Context: an optimization exercise on an open-source flow, tuned for small area. The choices shown serve that exercise and are no tape-out recipe.
In this exercise RTL edits were held to simulation tests only and were not proved equivalent to the original.
The clock port is modelled as an ideal driver, which makes a skipped or thinned clock tree look cheaper than it is; a real chip needs a root buffer or a tree.
No activity file was given, so power comes from the tool's default toggle rates.

==> inputs of run Z <==
Design vending_machine, start of the top module:
module vending_machine(
    input  wire clk,
    input  wire rst,
    input  wire resetBtn_n,
    input  wire nickelBtn_n,
    input  wire dimeBtn_n,
    input  wire quarterBtn_n,
    output wire dispenseLed,
    output wire changeLed,
    output wire [6:0] segOut,
    output wire [5:0] digitSel
);
    wire resetPulse, resetLevel, resetLevelNext;
    wire nickelPulse, dimePulse, quarterPulse;
    wire nickelLevel, dimeLevel, quarterLevel;
    wire nickelNext, dimeNext, quarterNext;
    btn_debounce_pulse debounceReset (.clk(clk), .rst(rst), .btn_raw_n(resetBtn_n),
        .press_pulse(resetPulse), .btn_stable(resetLevel), .btn_stable_next(resetLevelNext));
    btn_debounce_pulse debounceNickel (.clk(clk), .rst(rst), .btn_raw_n(nickelBtn_n),
        .press_pulse(nickelPulse), .btn_stable(nickelLevel), .btn_stable_next(nickelNext));
    btn_debounce_pulse debounceDime (.clk(clk), .rst(rst), .btn_raw_n(dimeBtn_n),
        .press_pulse(dimePulse), .btn_stable(dimeLevel), .btn_stable_next(dimeNext));
    btn_debounce_pulse debounceQuarter (.clk(clk), .rst(rst), .btn_raw_n(quarterBtn_n),
        .press_pulse(quarterPulse), .btn_stable(quarterLevel), .btn_stable_next(quarterNext));
    reg  [3:0] tensR;
    reg        fiveR;
    reg  [2:0] onesR;
    wire [7:0] totalNext;
    wire       clr = rst | resetLevel | resetLevelNext;
    vm_total totalLogic (
        .x0(onesR[0]), .x1(onesR[1]), .x2(onesR[2]), .x3(fiveR),
        .x4(tensR[0]), .x5(tensR[1]), .x6(tensR[2]), .x7(tensR[3]),
        .x8(nickelPulse), .x9(dimePulse), .x10(quarterPulse), .x11(clr), .x12(activeDigit),
        .z0(totalNext[0]), .z1(totalNext[1]), .z2(totalNext[2]), .z3(totalNext[3]),
        .z4(totalNext[4]), .z5(totalNext[5]), .z6(totalNext[6]), .z7(totalNext[7]),
        .z8(segOut[0]), .z9(segOut[1]), .z10(segOut[2]), .z11(segOut[3]),
        .z12(segOut[4]), .z13(segOut[5]), .z14(segOut[6]), .z15(dispenseLed), .z16(changeLed));
    always @(posedge clk)
        {tensR, fiveR, onesR} <= totalNext;
    reg [14:0] muxCounter;
    reg activeDigit;
    wire muxWrap = (muxCounter == 15'h0);
    wire muxClear = rst | muxWrap;
    always @(posedge clk) begin
        muxCounter  <= muxClear ? 15'h3a52 : ~{muxCounter[13:0], ~(muxCounter[14] ^ muxCounter[0])};
        activeDigit <= ~rst & (activeDigit ^ muxWrap);
    end
  ...
export LEC_CHECK = 0
export CAP_MARGIN = 20
export CORE_MARGIN = 2
export CORE_UTILIZATION = 40
export SLEW_MARGIN = 20
create_clock -name core_clock -period 10.0 [get_ports {clk}]
standard.sh (not shown) runs the stock make flow with config.mk's settings and CLKGATE_MAP_FILE= SYNTH_SCRIPT=/design/flow/synth_recipe.tcl, a recipe that flattens the netlist after the stock synthesis.
==> flow/flow/run.sh <==
#!/bin/bash
# Own layout flow: the standard flow (standard.sh) with three changes.
#  1. Synthesis: the standard flow's synthesis script (flow/synth.tcl) with ORFS's adder extraction skipped
#     and ABC run with an area-oriented script (flow/area.abc) instead of the speed script.
#     Registers come from the same dfflibmap step, so their names and cells are unchanged.
#  2. A hand-built two-level clock tree (flow/cts_pre.tcl, run as ORFS's PRE_CTS_TCL hook):
#     CTS_K leaf buffers over equal groups of flip-flops, one root buffer.
#  3. Port buffers are buf_1 cells.
# Each tool's full output goes to the ORFS logs under orfs/logs; make's own output to flow_make.log.
set -euo pipefail
W=$(pwd)
export AREA_ABC_SCRIPT="$W/flow/area.abc"
export CTS_K=${CTS_K:-8} CTS_LEAF=${CTS_LEAF:-sky130_fd_sc_hd__clkbuf_8} CTS_ROOT=${CTS_ROOT:-sky130_fd_sc_hd__clkbuf_4}
bash standard.sh \
  "SYNTH_SCRIPT=$W/flow/synth.tcl" \
  "PRE_CTS_TCL=$W/flow/cts_pre.tcl" \
  "BUFFER_PORTS_ARGS=-buffer_cell sky130_fd_sc_hd__buf_1" \
  finish > "$W/flow_make.log" 2>&1
==> flow/flow/cts_pre.tcl <==
# Hand-built clock tree, sourced by ORFS cts.tcl as its PRE_CTS_TCL hook: the flip-flops are split
# by recursive median bisection of their placed locations into CTS_K equal groups; each group
# gets a leaf buffer (CTS_LEAF) at its centroid, and one root buffer (CTS_ROOT) drives the leaves
# from the clk port. clock_tree_synthesis is then replaced by setting the clock propagated,
# and cts.tcl goes on as usual (legalisation, timing repair).
proc bisect {pts K} {
  if {$K <= 1} { return [list $pts] }
  set xs [lsort -integer [lmap p $pts {lindex $p 1}]]; set ys [lsort -integer [lmap p $pts {lindex $p 2}]]
  set dx [expr {[lindex $xs end]-[lindex $xs 0]}]; set dy [expr {[lindex $ys end]-[lindex $ys 0]}]
  set ax [expr {$dx >= $dy ? 1 : 2}]
  set sorted [lsort -integer -index $ax $pts]
  set K1 [expr {$K/2}]; set K2 [expr {$K-$K1}]
  set n1 [expr {int(round(double([llength $pts])*$K1/$K))}]
  return [concat [bisect [lrange $sorted 0 [expr {$n1-1}]] $K1] [bisect [lrange $sorted $n1 end] $K2]]
}
# manual clock tree: K equal clusters (recursive bisection of flop locations), each driven by a leaf buffer LEAF;
# leaves driven by one root buffer ROOT from the clk port.
proc manual_clock_tree {K LEAF ROOT} {
  set block [ord::get_db_block]
  set db [ord::get_db]
  set clknet [$block findNet clk]
  set sinks {}
  foreach it [$clknet getITerms] { lappend sinks $it }
  set n [llength $sinks]
  set idx {}
  set pts {}
  set i 0
  foreach it $sinks { set inst [$it getInst]; set bb [$inst getBBox]; lappend pts [list $i [expr {([$bb xMin]+[$bb xMax])/2}] [expr {([$bb yMin]+[$bb yMax])/2}]]; incr i }
  set groups [bisect $pts $K]
  set asg [lrepeat $n 0]
  set cent {}
  set k 0
  foreach g $groups {
    set sx 0; set sy 0
    foreach p $g { lset asg [lindex $p 0] $k; set sx [expr {$sx+[lindex $p 1]}]; set sy [expr {$sy+[lindex $p 2]}] }
    lappend cent [list [expr {int($sx/[llength $g])}] [expr {int($sy/[llength $g])}]]
    incr k
  }
  set rmaster [$db findMaster $ROOT]
  set lmaster [$db findMaster $LEAF]
  set root [odb::dbInst_create $block $rmaster "clkroot_buf"]
  set rnet [odb::dbNet_create $block "clknet_root"]
  $rnet setSigType CLOCK
  # root at centroid of all
  set sx 0; set sy 0; foreach c $cent { set sx [expr {$sx+[lindex $c 0]}]; set sy [expr {$sy+[lindex $c 1]}] }
  $root setLocation [expr {int($sx/$K)}] [expr {int($sy/$K)}]
  $root setPlacementStatus PLACED
  for {set k 0} {$k < $K} {incr k} {
    set inst [odb::dbInst_create $block $lmaster "clkleaf_buf_$k"]
    set net [odb::dbNet_create $block "clknet_leaf_$k"]
    $net setSigType CLOCK
    [$inst findITerm A] connect $rnet
    [$inst findITerm X] connect $net
    set c [lindex $cent $k]
    $inst setLocation [lindex $c 0] [lindex $c 1]
    $inst setPlacementStatus PLACED
    foreach it $sinks a $asg { if {$a == $k} { $it disconnect; $it connect $net } }
  }
  [$root findITerm A] connect $clknet
  [$root findITerm X] connect $rnet
}
manual_clock_tree $::env(CTS_K) $::env(CTS_LEAF) $::env(CTS_ROOT)
rename clock_tree_synthesis orig_clock_tree_synthesis
proc clock_tree_synthesis {args} {
  puts "clock tree built by cts_pre.tcl: $::env(CTS_K) x $::env(CTS_LEAF), root $::env(CTS_ROOT)"
  set_propagated_clock [all_clocks]
}
Other scripts of this flow, unchanged in this note and not shown: flow/flow/area.abc, flow/flow/synth.tcl
==> run C: changes against run Z <==
--- a/flow/flow/run.sh
+++ b/flow/flow/run.sh
@@ -12,3 +12,3 @@
 export AREA_ABC_SCRIPT="$W/flow/area.abc"
-export CTS_K=${CTS_K:-8} CTS_LEAF=${CTS_LEAF:-sky130_fd_sc_hd__clkbuf_8} CTS_ROOT=${CTS_ROOT:-sky130_fd_sc_hd__clkbuf_4}
+export CTS_K=${CTS_K:-10} CTS_LEAF=${CTS_LEAF:-sky130_fd_sc_hd__clkbuf_4} CTS_ROOT=${CTS_ROOT:-sky130_fd_sc_hd__clkbuf_4}
 bash standard.sh \
==> run R: changes against run Z <==
--- a/flow/flow/run.sh
+++ b/flow/flow/run.sh
@@ -12,3 +12,3 @@
 export AREA_ABC_SCRIPT="$W/flow/area.abc"
-export CTS_K=${CTS_K:-8} CTS_LEAF=${CTS_LEAF:-sky130_fd_sc_hd__clkbuf_8} CTS_ROOT=${CTS_ROOT:-sky130_fd_sc_hd__clkbuf_4}
+export CTS_K=${CTS_K:-12} CTS_LEAF=${CTS_LEAF:-sky130_fd_sc_hd__clkbuf_4} CTS_ROOT=${CTS_ROOT:-sky130_fd_sc_hd__clkbuf_4}
 bash standard.sh \
==> run F: changes against run Z <==
--- a/flow/flow/run.sh
+++ b/flow/flow/run.sh
@@ -5,4 +5,3 @@
 #     Registers come from the same dfflibmap step, so their names and cells are unchanged.
-#  2. A hand-built two-level clock tree (flow/cts_pre.tcl, run as ORFS's PRE_CTS_TCL hook):
-#     CTS_K leaf buffers over equal groups of flip-flops, one root buffer.
+#  2. CTS without dummy loads, with clkbuf_4 buffers and sink clusters of up to 30.
 #  3. Port buffers are buf_1 cells.
@@ -12,6 +11,5 @@
 export AREA_ABC_SCRIPT="$W/flow/area.abc"
-export CTS_K=${CTS_K:-8} CTS_LEAF=${CTS_LEAF:-sky130_fd_sc_hd__clkbuf_8} CTS_ROOT=${CTS_ROOT:-sky130_fd_sc_hd__clkbuf_4}
 bash standard.sh \
   "SYNTH_SCRIPT=$W/flow/synth.tcl" \
-  "PRE_CTS_TCL=$W/flow/cts_pre.tcl" \
+  "CTS_ARGS=-sink_clustering_enable -repair_clock_nets -dont_use_dummy_load -buf_list sky130_fd_sc_hd__clkbuf_4 -sink_clustering_size 30" \
   "BUFFER_PORTS_ARGS=-buffer_cell sky130_fd_sc_hd__buf_1" \
removed: flow/flow/cts_pre.tcl
==> summary.md <==
| Metric | Value |
|---|---|
| Comb power frac | `0.080` |
| Routed wl met2 | `2.479 mm` |
| Worst Setup EP | `segOut[0]` |
| Run status | `no timing/DRC/antenna violations` |
| M1 WL | `just under 3 mm` |
| CP arrival | `2400 ps` |
That was run Z.
==> summary.md <==
| Metric | Value |
|---|---|
| Run status | `no timing/DRC/antenna violations` |
| Comb power frac | `0.082` |
| Routed wl met2 | `2.559 mm` |
| Worst Setup EP | `segOut[2]` |
| M1 WL | `approximately 3 mm` |
| Async set or reset register ratio after synthesis | `0` |
| CP arrival | `2410 ps` |
That was run C.
==> summary.md <==
| Metric | Value |
|---|---|
| Worst Setup EP | `segOut[2]` |
| M1 WL | `just under 3 mm` |
| CP arrival | `2440 ps` |
| Comb power frac | `0.081` |
| Run status | `no timing/DRC/antenna violations` |
That was run R.
==> summary.md <==
| Metric | Value |
|---|---|
| Run status | `no timing/DRC/antenna violations` |
| Comb power frac | `0.079` |
| Routed wl met2 | `around 2.6 mm` |
| Clock-pin slew on the worst setup and hold paths | `approximately 100 ps` |
| Total number of yosys warnings | `2` |
| M1 WL | `3.008 mm` |
That was run F.
In run Z, run C and run R the design's own scripts or RTL, not TritonCTS, make the clock network.

==> static timing again, ports no longer ideal <==
The results above use ideal ports. As a check the final layouts listed here were re-extracted and re-timed, cells and wires unchanged. Step 1 assumes that a clkbuf_16 drives the clock port and a buf_2 every other input. Step 2 times the ports against the registers' clock, not the clock port: input delays grow and output delays shrink by t, the midpoint of the rising clock arrivals with the driver on. Slacks: ideal ports / drivers / drivers and shift; pairs: ideal ports / drivers.
| run | shift t [ns] | setup WS [ns] | hold WS [ns] | worst register clock-pin slew, ns | pins driven straight from the clock port |
|---|---|---|---|---|---|
| run Z | 0.484 | 5.600 / 5.569 / 6.054 | 0.358 / 0.358 / 0.358 | 0.09 / 0.09 | 1 |
| run C | 0.477 | 5.594 / 5.566 / 6.043 | 0.362 / 0.362 / 0.362 | 0.12 / 0.12 | 1 |
| run R | 0.516 | 5.561 / 5.533 / 6.050 | 0.363 / 0.363 / 0.363 | 0.10 / 0.10 | 1 |
| run F | 0.486 | 5.579 / 5.552 / 6.038 | 0.355 / 0.355 / 0.355 | 0.11 / 0.11 | 1 |
After both steps setup and hold are still met in every run listed.
